Source: an optimization exercise on an open RTL-to-GDS flow (aim: small area and a short achievable clock period). Production flows keep margins and buffers that such runs may drop.
At most, simulation tests tie the RTL to the original design; equivalence was not proved.
No driver is modelled on the clock port, so clock power and skew are understated where the tree is cut down; a real chip needs a root buffer or a tree.
Power figures rest on the tool's default switching activity, not on a simulated workload.

## job 1275
Design alu, start of the top module:
module alu(
             clk_p_i,
             reset_n_i,
             data_a_i,
             data_b_i,
             inst_i,
             data_o
             );
      input           clk_p_i;
      input           reset_n_i;
      input   [7:0]   data_a_i;
      input   [7:0]   data_b_i;
      input   [2:0]   inst_i;
      output reg  [15:0]  data_o;
      reg     [7:0]    data_a_d1_r;
      reg     [7:0]    data_b_d1_r;
      reg     [2:0]    inst_d1_r;
      wire    [7:0]    a = data_a_d1_r;
      wire    [7:0]    b = data_b_d1_r;
      wire             op_sub = (inst_d1_r == 3'b001);
      wire             op_abs = (inst_d1_r == 3'b101);
      wire             inv    = op_sub | (op_abs & a[7]);
      wire    [7:0]    x      = op_abs ? 8'b0 : b;
      wire    [7:0]    y      = a ^ {8{inv}};
      wire    [8:0]    s;
      wire    [8:0]    sc;
      assign sc[0] = inv;
      genvar q2;
      generate for (q2 = 0; q2 < 8; q2 = q2 + 1) begin : g_add
        assign {sc[q2+1], s[q2]} = x[q2] + y[q2] + sc[q2];
      end endgenerate
      assign s[8] = sc[8];
      wire             s8     = x[7] ^ y[7] ^ s[8];
      wire    [15:0]   prod;
      wire bo_0 = b[0] ^ 1'b0;
      wire bt_0 = (b[1] & ~b[0] & ~1'b0) | (~b[1] & b[0] & 1'b0);
      wire bn_0 = b[1];
      wire pp_0_0 = ((bo_0 & a[0]) | (bt_0 & 1'b0)) ^ bn_0;
      wire pp_0_1 = ((bo_0 & a[1]) | (bt_0 & a[0])) ^ bn_0;
      wire pp_0_2 = ((bo_0 & a[2]) | (bt_0 & a[1])) ^ bn_0;
      wire pp_0_3 = ((bo_0 & a[3]) | (bt_0 & a[2])) ^ bn_0;
      wire pp_0_4 = ((bo_0 & a[4]) | (bt_0 & a[3])) ^ bn_0;
      wire pp_0_5 = ((bo_0 & a[5]) | (bt_0 & a[4])) ^ bn_0;
      wire pp_0_6 = ((bo_0 & a[6]) | (bt_0 & a[5])) ^ bn_0;
      wire pp_0_7 = ((bo_0 & a[7]) | (bt_0 & a[6])) ^ bn_0;
      wire pp_0_8 = ((bo_0 & a[7]) | (bt_0 & a[7])) ^ bn_0;
      wire ps_0 = ~pp_0_8;
      wire bo_1 = b[2] ^ b[1];
      wire bt_1 = (b[3] & ~b[2] & ~b[1]) | (~b[3] & b[2] & b[1]);
      wire bn_1 = b[3];
  ...
For scale: ~870 cells after synthesis, roughly 35 flip-flops, roughly 5300 sq um of cells after synthesis.
export LEC_CHECK = 0
export ABC_AREA = 1
export CAP_MARGIN = 20
export CORE_MARGIN = 2
export CORE_UTILIZATION = 40
export CTS_BUF_LIST = sky130_fd_sc_hd__clkbuf_8
export GPL_TIMING_DRIVEN = 0
export SLEW_MARGIN = 20
create_clock -name core_clock -period 30.0 [get_ports {clk_p_i}]
standard.sh (not shown) runs the stock make flow with config.mk's settings and CLKGATE_MAP_FILE= SYNTH_SCRIPT=/design/flow/synth_recipe.tcl, a recipe that flattens the netlist after the stock synthesis.
==> flow/flow/run.sh <==
#!/bin/bash
# Layout flow: the standard ORFS flow (standard.sh) with these changes.
#  1. Synthesis runs ORFS's own synthesis script unchanged, but without the
#     full/half-adder cell map (ADDER_MAP_FILE empty), so that ABC maps the
#     adder logic together with the rest of the logic.
#  2. ABC runs flow/abc_area.script in place of ORFS's area script: the
#     synthesis step uses a copy of ORFS's scripts folder in which only that
#     file is replaced.
#  3. Every port gets a buffer, as in the standard flow, but from
#     flow/buffer_ports.tcl (run before global placement): buf_1 cells on
#     the data inputs and outputs, and buf_4 on the reset input.
#  5. flow/settings.sh may set further ORFS variables for the layout steps
#     (for example a setup slack margin for timing repair).
# Each step's full output goes to a log file in this folder.
set -e
HERE=$(pwd)
rm -rf "$HERE/scripts"
cp -r "$FLOW_HOME/scripts" "$HERE/scripts"
cp "$HERE/flow/abc_area.script" "$HERE/scripts/abc_area.script"
export ADDER_MAP_FILE=
bash standard.sh SCRIPTS_DIR="$HERE/scripts" synth > "$HERE/log_synth.txt" 2>&1
export DONT_BUFFER_PORTS=1
export PRE_GLOBAL_PLACE_TCL="$HERE/flow/buffer_ports.tcl"
export POST_CTS_TCL="$HERE/flow/clock_one_level.tcl"
if [[ -f "$HERE/flow/settings.sh" ]]; then source "$HERE/flow/settings.sh"; fi
bash standard.sh finish > "$HERE/log_finish.txt" 2>&1
Other scripts of this flow, unchanged in this note and not shown: flow/flow/abc_area.script, flow/flow/buffer_ports.tcl, flow/flow/clock_one_level.tcl
The inputs of job 516 differ from those of job 1275 as listed below.
--- a/flow/design.v
+++ b/flow/design.v
@@ -106,20 +106,15 @@
       wire m_39, m_40; assign {m_40,m_39} = m_18 + m_19 + 1'b1;
       wire m_41, m_42; assign {m_42,m_41} = m_20 + m_21 + pp_3_4;
       wire m_43, m_44; assign {m_44,m_43} = m_22 + m_23 + 1'b1;
       wire m_45, m_46; assign {m_46,m_45} = m_24 + ps_2 + pp_3_6;
       wire m_47, m_48; assign {m_48,m_47} = pp_3_7 + 1'b1;
       wire [15:0] mra = {1'b1,m_48,m_46,m_44,m_42,m_40,m_38,m_36,m_34,m_32,m_30,m_28,m_26,m_25,pp_0_1,pp_0_0};
       wire [15:0] mrb = {1'b0,ps_3,m_47,m_45,m_43,m_41,m_39,m_37,m_35,m_33,m_31,m_29,m_27,bn_1,1'b0,bn_0};
-      wire [8:0] mc; assign mc[0] = 1'b0;
-      genvar q;
-      generate for (q = 0; q < 8; q = q + 1) begin : g_fin
-        assign {mc[q+1], prod[q]} = mra[q] + mrb[q] + mc[q];
-      end endgenerate
-      assign prod[15:8] = mra[15:8] + mrb[15:8] + {7'b0, mc[8]};
+      assign prod = mra + mrb;
       wire    [7:0]    rem;
       wire    [9:0]    a1 = {2'b0, a};
       wire    [9:0]    a2 = {1'b0, a, 1'b0};
       wire    [9:0]    a3 = a1 + a2;
       genvar j;
       generate
         for (j = 1; j <= 4; j = j + 1) begin : g_div
Results
In the tables for job 516 and job 1275, buffering stage count on the worst path with inverters included reads higher with job 1275. Diff job 1275 -> job 516 | area of the multi-input gates | increase of about 2.5%. Summary of job 516 over job 1275: cell area went up about 3%; aggregate routed wire length went up 2.4%; synthesized-area fraction occupied by xor and xnor cells went down 2.8 points; ratio of final minimum period to clock period went down 1.4 points; portion of total power attributed to combinational logic went down 0.3 points. Summary: with job 1275 as the reference, post-layout net count in job 516 moved up by a few percent. Going from job 1275 to job 516, number of standard cells in the final layout excluding fillers grew by a few percent.
No run of this note included a check of the RTL's function; only the layout flow was run.

---

Another version of the RTL of alu (not shown whole).
Size: about 850 cells after synthesis, about 37 I/O pins.
Settings: LEC_CHECK=0, ABC_AREA=1, CAP_MARGIN=20, CORE_MARGIN=2, CORE_UTILIZATION=40, CTS_BUF_LIST=sky130_fd_sc_hd__clkbuf_8, GPL_TIMING_DRIVEN=0, SLEW_MARGIN=20; clock period 30.0 ns.
Scripts as last shown in full above: flow/flow/run.sh
Other scripts of this flow, unchanged in this note and not shown: flow/flow/abc_area.script, flow/flow/buffer_ports.tcl, flow/flow/clock_one_level.tcl
The baseline finished clean.
Next try:
--- a/flow/design.v
+++ b/flow/design.v
@@ -116,13 +116,13 @@
         assign {mc[q+1], prod[q]} = mra[q] + mrb[q] + mc[q];
       end endgenerate
       wire    [7:0]    rem;
       wire    [9:0]    a1 = {2'b0, a};
       wire    [9:0]    a2 = {1'b0, a, 1'b0};
       wire    [9:0]    a3 = a1 + a2;
-      genvar j;
+      genvar j, i;
       generate
         for (j = 1; j <= 4; j = j + 1) begin : g_div
           wire [2*j-1:0] t;
           wire [2*j-1:0] r;
           wire [2*j:0]   d1, d2, d3;
           wire           f1, f2, f3, ge1, ge2, ge3;
@@ -131,15 +131,33 @@
           end else begin : g_next
             assign t = {g_div[j-1].r, b[9-2*j:8-2*j]};
           end
           assign f1 = ~|a1[9:2*j];
           assign f2 = ~|a2[9:2*j];
           assign f3 = ~|a3[9:2*j];
-          assign d1 = {1'b0, t} - {1'b0, a1[2*j-1:0]};
-          assign d2 = {1'b0, t} - {1'b0, a2[2*j-1:0]};
-          assign d3 = {1'b0, t} - {1'b0, a3[2*j-1:0]};
+          wire [2*j:0] bw1;
+          assign bw1[0] = 1'b0;
+          for (i = 0; i < 2*j; i = i + 1) begin : g_s1
+            assign d1[i] = t[i] ^ a1[i] ^ bw1[i];
+            assign bw1[i+1] = (~t[i] & a1[i]) | (~t[i] & bw1[i]) | (a1[i] & bw1[i]);
+          end
+          assign d1[2*j] = bw1[2*j];
+          wire [2*j:0] bw2;
+          assign bw2[0] = 1'b0;
+          for (i = 0; i < 2*j; i = i + 1) begin : g_s2
+            assign d2[i] = t[i] ^ a2[i] ^ bw2[i];
+            assign bw2[i+1] = (~t[i] & a2[i]) | (~t[i] & bw2[i]) | (a2[i] & bw2[i]);
+          end
+          assign d2[2*j] = bw2[2*j];
+          wire [2*j:0] bw3;
+          assign bw3[0] = 1'b0;
+          for (i = 0; i < 2*j; i = i + 1) begin : g_s3
+            assign d3[i] = t[i] ^ a3[i] ^ bw3[i];
+            assign bw3[i+1] = (~t[i] & a3[i]) | (~t[i] & bw3[i]) | (a3[i] & bw3[i]);
+          end
+          assign d3[2*j] = bw3[2*j];
           assign ge1 = f1 & ~d1[2*j];
           assign ge2 = f2 & ~d2[2*j];
           assign ge3 = f3 & ~d3[2*j];
           assign r = ge3 ? d3[2*j-1:0] : ge2 ? d2[2*j-1:0] : ge1 ? d1[2*j-1:0] : t;
         end
       endgenerate
=>
- The changed run completed without violations
- setup slack loses 0.18 ns
- cell area decreases by about 3%
- core utilization increases by 0.33 points
- cell count decreases by about 3.3%
- non-clock buffer count increases by 2
Only the layout flow was run in the second run of this note; the RTL was not checked for function there.

---

Another version of the RTL of alu (not shown whole).
Size in the first run: about 870 cells after synthesis, about 35 flip-flops, ~5300 µm² of cells after synthesis.
## alu
module alu(
             clk_p_i,
             reset_n_i,
             data_a_i,
             data_b_i,
             inst_i,
             data_o
             );
export LEC_CHECK = 0
export ABC_AREA = 1
export CAP_MARGIN = 20
export CORE_MARGIN = 2
export CORE_UTILIZATION = 40
export CTS_BUF_LIST = sky130_fd_sc_hd__clkbuf_8
export GPL_TIMING_DRIVEN = 0
export SLEW_MARGIN = 20
create_clock -name core_clock -period 30.0 [get_ports {clk_p_i}]
Scripts as last shown in full above: flow/flow/run.sh
Other scripts of this flow, unchanged in this note and not shown: flow/flow/abc_area.script, flow/flow/buffer_ports.tcl, flow/flow/clock_one_level.tcl
==> next run, changes <==
--- a/flow/design.v
+++ b/flow/design.v
@@ -8,27 +8,26 @@
              );
       input           clk_p_i;
       input           reset_n_i;
       input   [7:0]   data_a_i;
       input   [7:0]   data_b_i;
       input   [2:0]   inst_i;
       output reg  [15:0]  data_o;
       reg     [7:0]    data_a_d1_r;
       reg     [7:0]    data_b_d1_r;
       reg     [2:0]    inst_d1_r;
       wire    [7:0]    a = data_a_d1_r;
       wire    [7:0]    b = data_b_d1_r;
-      wire    [2:0]    inst = inst_d1_r ^ 3'b011;
-      wire             op_sub = (inst == 3'b001);
-      wire             op_abs = (inst == 3'b101);
+      wire             op_sub = (inst_d1_r == 3'b001);
+      wire             op_abs = (inst_d1_r == 3'b101);
       wire             inv    = op_sub | (op_abs & a[7]);
       wire    [7:0]    x      = op_abs ? 8'b0 : b;
       wire    [7:0]    y      = a ^ {8{inv}};
       wire    [8:0]    s;
       wire    [8:0]    sc;
       assign sc[0] = inv;
       genvar q2;
       generate for (q2 = 0; q2 < 8; q2 = q2 + 1) begin : g_add
         assign {sc[q2+1], s[q2]} = x[q2] + y[q2] + sc[q2];
       end endgenerate
       assign s[8] = sc[8];
       wire             s8     = x[7] ^ y[7] ^ s[8];
@@ -108,72 +107,80 @@
       wire m_41, m_42; assign {m_42,m_41} = m_20 + m_21 + pp_3_4;
       wire m_43, m_44; assign {m_44,m_43} = m_22 + m_23 + 1'b1;
       wire m_45, m_46; assign {m_46,m_45} = m_24 + ps_2 + pp_3_6;
       wire m_47, m_48; assign {m_48,m_47} = pp_3_7 + 1'b1;
       wire [15:0] mra = {1'b1,m_48,m_46,m_44,m_42,m_40,m_38,m_36,m_34,m_32,m_30,m_28,m_26,m_25,pp_0_1,pp_0_0};
       wire [15:0] mrb = {1'b0,ps_3,m_47,m_45,m_43,m_41,m_39,m_37,m_35,m_33,m_31,m_29,m_27,bn_1,1'b0,bn_0};
       wire [16:0] mc; assign mc[0] = 1'b0;
       genvar q;
       generate for (q = 0; q < 16; q = q + 1) begin : g_fin
         assign {mc[q+1], prod[q]} = mra[q] + mrb[q] + mc[q];
       end endgenerate
       wire    [7:0]    rem;
+      wire    [9:0]    a3;
+      wire    [8:0]    a3c;
+      assign a3[0]  = a[0];
+      assign a3c[1] = 1'b0;
+      genvar q3;
+      generate for (q3 = 1; q3 < 8; q3 = q3 + 1) begin : g_a3
+        assign {a3c[q3+1], a3[q3]} = a[q3] + a[q3-1] + a3c[q3];
+      end endgenerate
+      assign {a3[9], a3[8]} = a[7] + a3c[8];
       wire    [9:0]    a1 = {2'b0, a};
       wire    [9:0]    a2 = {1'b0, a, 1'b0};
-      wire    [9:0]    a3 = a1 + a2;
       genvar j;
       generate
         for (j = 1; j <= 4; j = j + 1) begin : g_div
           wire [2*j-1:0] t;
           wire [2*j-1:0] r;
           wire [2*j:0]   d1, d2, d3;
           wire           f1, f2, f3, ge1, ge2, ge3;
           if (j == 1) begin : g_first
             assign t = b[7:6];
           end else begin : g_next
             assign t = {g_div[j-1].r, b[9-2*j:8-2*j]};
           end
-          assign f1 = ~|a1[9:2*j];
-          assign f2 = ~|a2[9:2*j];
-          assign f3 = ~|a3[9:2*j];
+          assign f1 = ({2'b0, a}       < (10'd1 << (2*j)));
+          assign f2 = ({1'b0, a, 1'b0} < (10'd1 << (2*j)));
+          assign f3 = ({2'b0, a} < ((10'd1 << (2*j)) + 10'd2) / 10'd3);
           assign d1 = {1'b0, t} - {1'b0, a1[2*j-1:0]};
           assign d2 = {1'b0, t} - {1'b0, a2[2*j-1:0]};
           assign d3 = {1'b0, t} - {1'b0, a3[2*j-1:0]};
           assign ge1 = f1 & ~d1[2*j];
           assign ge2 = f2 & ~d2[2*j];
           assign ge3 = f3 & ~d3[2*j];
           assign r = ge3 ? d3[2*j-1:0] : ge2 ? d2[2*j-1:0] : ge1 ? d1[2*j-1:0] : t;
         end
       endgenerate
       assign rem = g_div[4].r;
       reg     [15:0]   ALU_d2_w;
       always@ (*)
       begin
-          case(inst)
+          case(inst_d1_r)
             3'b000:    ALU_d2_w = {{7{s8}}, s8, s[7:0]};
             3'b001:    ALU_d2_w = {{7{s8}}, s8, s[7:0]};
             3'b010:    ALU_d2_w = prod;
             3'b011:    ALU_d2_w = {8'b0, a & b};
             3'b100:    ALU_d2_w = {8'b0, a ^ b};
             3'b101:    ALU_d2_w = {8'b0, s[7:0]};
             3'b110:    ALU_d2_w = {8'b0, s[8:1]};
             default:   ALU_d2_w = {8'b0, rem};
           endcase
       end
       always@(posedge clk_p_i)
           data_b_d1_r <= data_b_i;
       always@(posedge clk_p_i or negedge reset_n_i)
       begin
           if (reset_n_i == 1'b0)
           begin
             data_a_d1_r <= 0;
-            inst_d1_r   <= 3'b000;
+            inst_d1_r   <= 3'b011;
             data_o <= 0;
           end
           else
           begin
             data_a_d1_r <= data_a_i;
-            inst_d1_r   <= inst_i ^ 3'b011;
+            inst_d1_r   <= inst_i;
             data_o <= ALU_d2_w;
           end
       end
 endmodule
Effect: Via count is lower by 5.9%; sequential power is about the same; die area is higher by 2.1%; sequential share of layout area is lower by 0.25 points; register-to-register slack gains 270 ps; synthesized cell count is lower by 2.6%; setup slack gains 110 ps; global-route usage is lower by 1.3 points; critical path depth is lower by 38; wire length is lower by 6.1%; cell area is higher by 2.0%.
No run of this note included a check of the RTL's function; only the layout flow was run.

[static timing again, ports no longer ideal]
No port has a modelled driver above. Below, the same layouts with a new extraction and two added sets of constraints.
Step 1, drivers: a clkbuf_16 drives clk_p_i and a buf_2 each remaining input, both assumed.
Step 2 also shifts input and output timing later by t, the mid clock arrival at the registers, as if the neighbouring blocks saw the same clock.
Three values: no drivers, after step 1, after step 2; two values: the first two.
run	shift t [ns]	setup WS [ns]	worst hold slack (ns)	latest minus earliest clock arrival (ns)	worst register clock-pin slew, ns
job 1275	0.200	22.941 / 22.941 / 22.941	0.597 / 0.597 / 0.597	0.024 / 0.024	0.09 / 0.09
job 516	0.199	23.372 / 23.306 / 23.505	0.712 / 0.712 / 0.712	0.014 / 0.014	0.08 / 0.08
the first run of note 2	0.203	23.358 / 23.295 / 23.497	0.751 / 0.751 / 0.751	0.029 / 0.029	0.10 / 0.10
the second run of note 2	0.197	23.175 / 23.175 / 23.175	0.781 / 0.781 / 0.781	0.017 / 0.017	0.07 / 0.07
the first run of note 3	0.198	23.255 / 23.255 / 23.255	0.697 / 0.697 / 0.697	0.017 / 0.017	0.08 / 0.08
the second run of note 3	0.204	23.364 / 23.288 / 23.492	0.692 / 0.692 / 0.692	0.015 / 0.015	0.07 / 0.07
After both steps setup and hold are still met in every run listed.
